Source: an optimization exercise on an open RTL-to-GDS flow (aim: small area, a short achievable clock period and few clock cycles per item). Production flows keep margins and buffers that such runs may drop. At most, simulation tests tie the RTL to the original design; equivalence was not proved.

== run A ==
==> flow/design.v (excerpt) <==
module vs4x400_core (
    input clk, input reset,
    input start_search,
    input [9:0] vector_count,
    input [7:0] dim_size,
    output reg [11:0] mem_addr,
    input signed [63:0] mem_data,
    output [31:0] max_score,
    output reg [7:0] winner_id,
    output reg busy
);
    reg fetch;             
    reg first;             
    reg [4:0] krem;        
    reg [8:0] vrem;        
    wire last_word = (krem == 5'd1);
    wire last_vec = (vrem == 9'd1);
    always @(posedge clk or posedge reset) begin
        if (reset) begin
            fetch <= 1'b0;
            mem_addr <= 12'd0;
        end else begin
            fetch <= start_search | (fetch & ~(last_word & last_vec));
            mem_addr <= fetch ? mem_addr + 12'd1 : 12'd0;
        end
    end
    always @(posedge clk) begin
        krem <= (~fetch | last_word) ? dim_size[7:3] : krem - 5'd1;
        vrem <= ~fetch ? vector_count[8:0] : (last_word ? vrem - 9'd1 : vrem);
        first <= ~fetch | last_word;
    end
    reg [63:0] d1;
    wire [47:0] enc0;
    reg [47:0] enc1;
    assign enc0[0] = mem_data[8] ^ 1'b0;
    assign enc0[1] = (mem_data[9] & ~mem_data[8] & ~1'b0) | (~mem_data[9] & mem_data[8] & 1'b0);
    assign enc0[2] = mem_data[9];
    assign enc0[3] = mem_data[10] ^ mem_data[9];
    assign enc0[4] = (mem_data[11] & ~mem_data[10] & ~mem_data[9]) | (~mem_data[11] & mem_data[10] & mem_data[9]);
    assign enc0[5] = mem_data[11];
    assign enc0[6] = mem_data[12] ^ mem_data[11];
    assign enc0[7] = (mem_data[13] & ~mem_data[12] & ~mem_data[11]) | (~mem_data[13] & mem_data[12] & mem_data[11]);
    assign enc0[8] = mem_data[13];
    assign enc0[9] = mem_data[14] ^ mem_data[13];
    assign enc0[10] = (mem_data[15] & ~mem_data[14] & ~mem_data[13]) | (~mem_data[15] & mem_data[14] & mem_data[13]);
    assign enc0[11] = mem_data[15];
  ...
clock: 16.0 ns
lec_check: 0
cap_margin: 20
core_margin: 2
core_utilization: 40
slew_margin: 20
standard.sh (not shown) runs the stock make flow with config.mk's settings and CLKGATE_MAP_FILE= SYNTH_SCRIPT=/design/flow/synth_recipe.tcl, a recipe that flattens the netlist after the stock synthesis.
==> flow/flow/run.sh <==
#!/bin/bash
# The standard layout (standard synthesis unchanged), with two changes to how the layout is
# made: every port still gets a buffer, but outputs get buf_4 and inputs buf_1 instead of the
# delay buffer buffer_ports picks by default; and the resizer's repair aims for setup slack
# below the clock period. Each tool's output is in orfs/logs; make's output in standard.log.
set -euo pipefail
here=$(pwd)
bash standard.sh \
  PRE_GLOBAL_PLACE_TCL="$here/flow/ports.tcl" \
  BUFFER_PORTS_ARGS="-inputs -buffer_cell sky130_fd_sc_hd__buf_1" \
  SETUP_SLACK_MARGIN=11.7 \
  finish > standard.log 2>&1
==> flow/flow/ports.tcl <==
# Sourced before global placement (PRE_GLOBAL_PLACE_TCL): buffer the outputs with buf_4;
# the flow's own buffer_ports call (BUFFER_PORTS_ARGS) then buffers the inputs with buf_1.
buffer_ports -outputs -buffer_cell sky130_fd_sc_hd__buf_4
Testbench counts of run A, summed over its fixed seeds: cycles 76,099, words 75,811.
Inputs modified between run A and run B:
--- a/flow/flow/run.sh
+++ b/flow/flow/run.sh
@@ -4 +4 @@
-# delay buffer buffer_ports picks by default; and the resizer's repair aims for setup slack
+# delay buffer buffer_ports picks by default (flow/ports.tcl); and the resizer's repair aims for setup slack
@@ -10 +9,0 @@
-  BUFFER_PORTS_ARGS="-inputs -buffer_cell sky130_fd_sc_hd__buf_1" \
==> flow/flow/ports.tcl <==
# Sourced before global placement (PRE_GLOBAL_PLACE_TCL). global_place.tcl then calls
# buffer_ports; this wraps it so that every port still gets a buffer, but inputs get buf_1 and
# outputs buf_4 instead of the delay buffer buffer_ports picks by default. The port buffers are
# marked dont_touch so that later timing repair keeps them.
rename buffer_ports my_std_buffer_ports
proc buffer_ports {args} {
  my_std_buffer_ports -inputs -buffer_cell sky130_fd_sc_hd__buf_1
  my_std_buffer_ports -outputs -buffer_cell sky130_fd_sc_hd__buf_4
  set n 0
  foreach inst [get_cells {input* output*}] {
    set_dont_touch $inst
    incr n
  }
  puts "ports.tcl: $n port buffers marked dont_touch"
}
[summary]
Run A -> run B: synthesized netlist cell count delta 0, exact match
Run B ended with less final weighted congestion in routability-driven placement than run A.
Looking across run A and run B, the single run that reached the end with no open violations was run A.
4_1_cts: run B exited with error
Diff run A..run B | count of state elements after synthesis | unchanged

========
build 17:
Another version of the RTL of vs4x400_core (not shown whole).
Size in the first run: about 1300 cells after synthesis, ~170 flip-flops, roughly 140 I/O pins.
clock: 16.0 ns
lec_check: 0
cap_margin: 20
core_margin: 2
core_utilization: 40
slew_margin: 20
==> flow/flow/run.sh <==
#!/bin/bash
# The standard layout (standard synthesis unchanged), with two changes to how the layout is
# made: every port still gets a buffer, but outputs get buf_4 and inputs buf_1 instead of the
# delay buffer buffer_ports picks by default; and the resizer's repair aims for setup slack
# below the clock period. Each tool's output is in orfs/logs; make's output in standard.log.
set -euo pipefail
here=$(pwd)
bash standard.sh \
  PRE_GLOBAL_PLACE_TCL="$here/flow/ports.tcl" \
  BUFFER_PORTS_ARGS="-inputs -buffer_cell sky130_fd_sc_hd__buf_1" \
  finish > standard.log 2>&1
==> flow/flow/ports.tcl <==
# Sourced before global placement (PRE_GLOBAL_PLACE_TCL): buffer the outputs with buf_4;
# the flow's own buffer_ports call (BUFFER_PORTS_ARGS) then buffers the inputs with buf_1.
buffer_ports -outputs -buffer_cell sky130_fd_sc_hd__buf_4
The flow did not stop early for build 17: all stages ran, and the layout cleared the timing, DRC and antenna checks.
Testbench counts of build 17, summed over its fixed seeds: cycles 76,099, words 75,811.
Modified inputs, build 13 compared to build 17
- putting CTS_CLUSTER_SIZE at 25 where nothing was set
- putting CTS_BUF_LIST at sky130_fd_sc_hd__clkbuf_8 where nothing was set
-- flow/flow/run.sh --
<<< build 17, line 11
>>> build 13, line 11
  SETUP_SLACK_MARGIN=11.7 \
Notes after the runs:
For the minimum period implied by the final worst setup slack, build 13 came in 0.41 ns lower than build 17 did.
[compare] base=build 17 new=build 13: global-route usage has increased, multi-input combinational cell area has increased.
--- input diff build 13..build 22 ---
- CTS_CLUSTER_SIZE no longer set, was 25
- CTS_BUF_LIST no longer set, was sky130_fd_sc_hd__clkbuf_8
## What came out
- Number of standard cells in the layout, taps in and fillers out for build 22: 19 down relative to build 13
- On design area, build 13 and build 22 are neck and neck.
- The via count in build 22 was lower than what build 13 gave.
- The wire length number comes out higher for build 13 vs build 22.
Modified inputs, build 55 compared to build 22
- swapping 40 for 60 in CORE_UTILIZATION
Findings:
Delta(time the final worst path needs with I/O delays and setup, build 55 - build 22) > 0. Measured against each other, build 22 and build 55 differ in number of setup buffers added after CTS, the higher figure coming from build 55.

========
RTL: one of the versions met above, not the one the previous note started from.
For scale: about 190 flip-flops, about 140 I/O pins, about 14000 um2 of cells after synthesis.
clock: 16.0 ns
lec_check: 0
cap_margin: 20
core_margin: 2
core_utilization: 40
slew_margin: 20
==> flow/flow/run.sh <==
#!/bin/bash
# The standard layout (standard synthesis unchanged), with two changes to how the layout is
# made: every port still gets a buffer, but outputs get buf_4 and inputs buf_1 instead of the
# delay buffer buffer_ports picks by default (flow/ports.tcl); and the resizer's repair aims for setup slack
# below the clock period. Each tool's output is in orfs/logs; make's output in standard.log.
set -euo pipefail
here=$(pwd)
bash standard.sh \
  PRE_GLOBAL_PLACE_TCL="$here/flow/ports.tcl" \
  SETUP_SLACK_MARGIN=11.7 \
  finish > standard.log 2>&1
==> flow/flow/ports.tcl <==
# Sourced before global placement (PRE_GLOBAL_PLACE_TCL). global_place.tcl then calls
# buffer_ports; this wraps it so that every port still gets a buffer, but inputs get buf_1 and
# outputs buf_4 instead of the delay buffer buffer_ports picks by default.
rename buffer_ports my_std_buffer_ports
proc buffer_ports {args} {
  my_std_buffer_ports -inputs -buffer_cell sky130_fd_sc_hd__buf_1
  my_std_buffer_ports -outputs -buffer_cell sky130_fd_sc_hd__buf_4
}
The baseline finished with timing, DRC and antenna clean.
Testbench counts at the start, summed over its fixed seeds: cycles 76,099, words 75,811.
Then changed:
--- a/flow/flow/run.sh
+++ b/flow/flow/run.sh
@@ -9,3 +9,3 @@
   PRE_GLOBAL_PLACE_TCL="$here/flow/ports.tcl" \
-  SETUP_SLACK_MARGIN=11.7 \
+  SETUP_SLACK_MARGIN=11.9 \
   finish > standard.log 2>&1
Count of clock-buffer cells in the layout grows by 1.
Routed wire length hardly moves.
Hold slack stays flat.
Sequential cell count does not change.
Via count grows by 2.1%.

========
Another version of the RTL of vs4x400_core (not shown whole).
Size in the first run: about 1300 cells after synthesis, ~140 I/O pins, about 0.014 mm^2 of cells after synthesis.
Settings: LEC_CHECK=0, CAP_MARGIN=20, CORE_MARGIN=2, CORE_UTILIZATION=40, SLEW_MARGIN=20; clock period 16.0 ns.
run.sh (not shown) runs the stock make flow with config.mk's settings and CLKGATE_MAP_FILE= SYNTH_SCRIPT=/design/flow/synth_recipe.tcl, a recipe that flattens the netlist after the stock synthesis.
Stock flow here: none of the scripts above is used.
Edit:
Settings changed: ABC_CLOCK_PERIOD_IN_PS from default to 4000.
Sequential share of layout area stays the same.
Sequential cell count is unchanged.
Design area does not change.
Routed wire length does not change.
Utilization stays the same.
Global-route usage does not change.
Setup slack is unchanged.
Critical path depth does not change.
Cell count is unchanged.
No run of this note included a check of the RTL's function; only the layout flow was run.

========
run 1:
RTL: one of the versions met above, not the one the previous note started from.
Size in the first run: ~1400 cells after synthesis, roughly 190 flip-flops, ~140 I/O pins, ~0.014 mm² of cells after synthesis.
export LEC_CHECK = 0
export CAP_MARGIN = 20
export CORE_MARGIN = 2
export CORE_UTILIZATION = 40
export SLEW_MARGIN = 20
create_clock -name core_clock -period 16.0 [get_ports {clk}]
standard.sh (not shown) runs the stock make flow with config.mk's settings and CLKGATE_MAP_FILE= SYNTH_SCRIPT=/design/flow/synth_recipe.tcl, a recipe that flattens the netlist after the stock synthesis.
==> flow/flow/run.sh <==
#!/bin/bash
# The standard layout (standard synthesis unchanged), with two changes to how the layout is
# made: every port still gets a buffer, but outputs get buf_4 and inputs buf_1 instead of the
# delay buffer buffer_ports picks by default (flow/ports.tcl); and the resizer's repair aims for setup slack
# below the clock period. Each tool's output is in orfs/logs; make's output in standard.log.
set -euo pipefail
here=$(pwd)
bash standard.sh \
  PRE_GLOBAL_PLACE_TCL="$here/flow/ports.tcl" \
  SETUP_SLACK_MARGIN=11.5 \
  finish > standard.log 2>&1
Scripts as last shown in full above: flow/flow/ports.tcl
Run 1 | stages: all done | timing, DRC, antenna: all pass
Testbench counts of run 1, summed over its fixed seeds: cycles 76,099, words 75,811.
The inputs of run 2 differ from those of run 1 as listed below.
diff --git a/flow/flow/run.sh b/flow/flow/run.sh
--- a/flow/flow/run.sh
+++ b/flow/flow/run.sh
@@ -10 +10 @@
-  SETUP_SLACK_MARGIN=11.5 \
+  SETUP_SLACK_MARGIN=11.7 \
diff --git a/flow/config.mk b/flow/config.mk
--- a/flow/config.mk
+++ b/flow/config.mk
@@ -10 +10,3 @@
-export CORE_UTILIZATION = 40
+export CORE_UTILIZATION = 55
+export CTS_CLUSTER_DIAMETER = 150
+export CTS_CLUSTER_SIZE = 50
==> comparison <==
In the reports for run 1 and run 2, the larger number of detailed-route iterations in the first pass belongs to run 2. Run 2 gives more synthesis-to-finish area growth than run 1 did. Non-clock buffer count up 17 in run 2 wrt run 1. Run 2 vs run 1 on worst-case setup margin in the final layout: run 2 is the higher one.

-- port drivers added, routing unchanged --
The flow's constraints put no driver on any port. The routed layouts listed below were extracted and timed again, unchanged, in two steps.
Step 1 (the two cells are an assumption about what drives the block):
set clk [get_ports {clk}]
set_driving_cell -lib_cell sky130_fd_sc_hd__clkbuf_16 $clk
set_driving_cell -lib_cell sky130_fd_sc_hd__buf_2 [delete_from_list [all_inputs] $clk]
Step 2 also shifts input and output timing later by t, the mid clock arrival at the registers, as if the neighbouring blocks saw the same clock.
a / b / c = no drivers / after step 1 / after step 2; a / b = the first two.
| run | t, ns | setup WS [ns] | clock arrival spread, ns |
|---|---|---|---|
| run A | 0.493 | 11.728 / 11.676 / 11.790 | 0.012 / 0.012 |
| build 17 | 0.495 | 11.248 / 11.248 / 11.248 | 0.012 / 0.012 |
| build 13 | 0.544 | 11.658 / 11.613 / 11.661 | 0.018 / 0.019 |
| build 22 | 0.499 | 11.646 / 11.646 / 11.646 | 0.012 / 0.012 |
| build 55 | 0.486 | 11.628 / 11.628 / 11.628 | 0.018 / 0.019 |
| the first run of note 3 | 0.502 | 11.694 / 11.641 / 11.796 | 0.015 / 0.015 |
| the second run of note 3 | 0.506 | 11.671 / 11.618 / 11.785 | 0.013 / 0.013 |
| the first run of note 4 | 0.489 | 11.176 / 11.128 / 11.243 | 0.021 / 0.021 |
| the second run of note 4 | 0.489 | 11.176 / 11.128 / 11.243 | 0.021 / 0.021 |
| run 1 | 0.494 | 11.596 / 11.548 / 11.600 | 0.011 / 0.011 |
| run 2 | 0.482 | 11.714 / 11.666 / 11.768 | 0.018 / 0.018 |
After both steps every run listed still meets setup and hold.
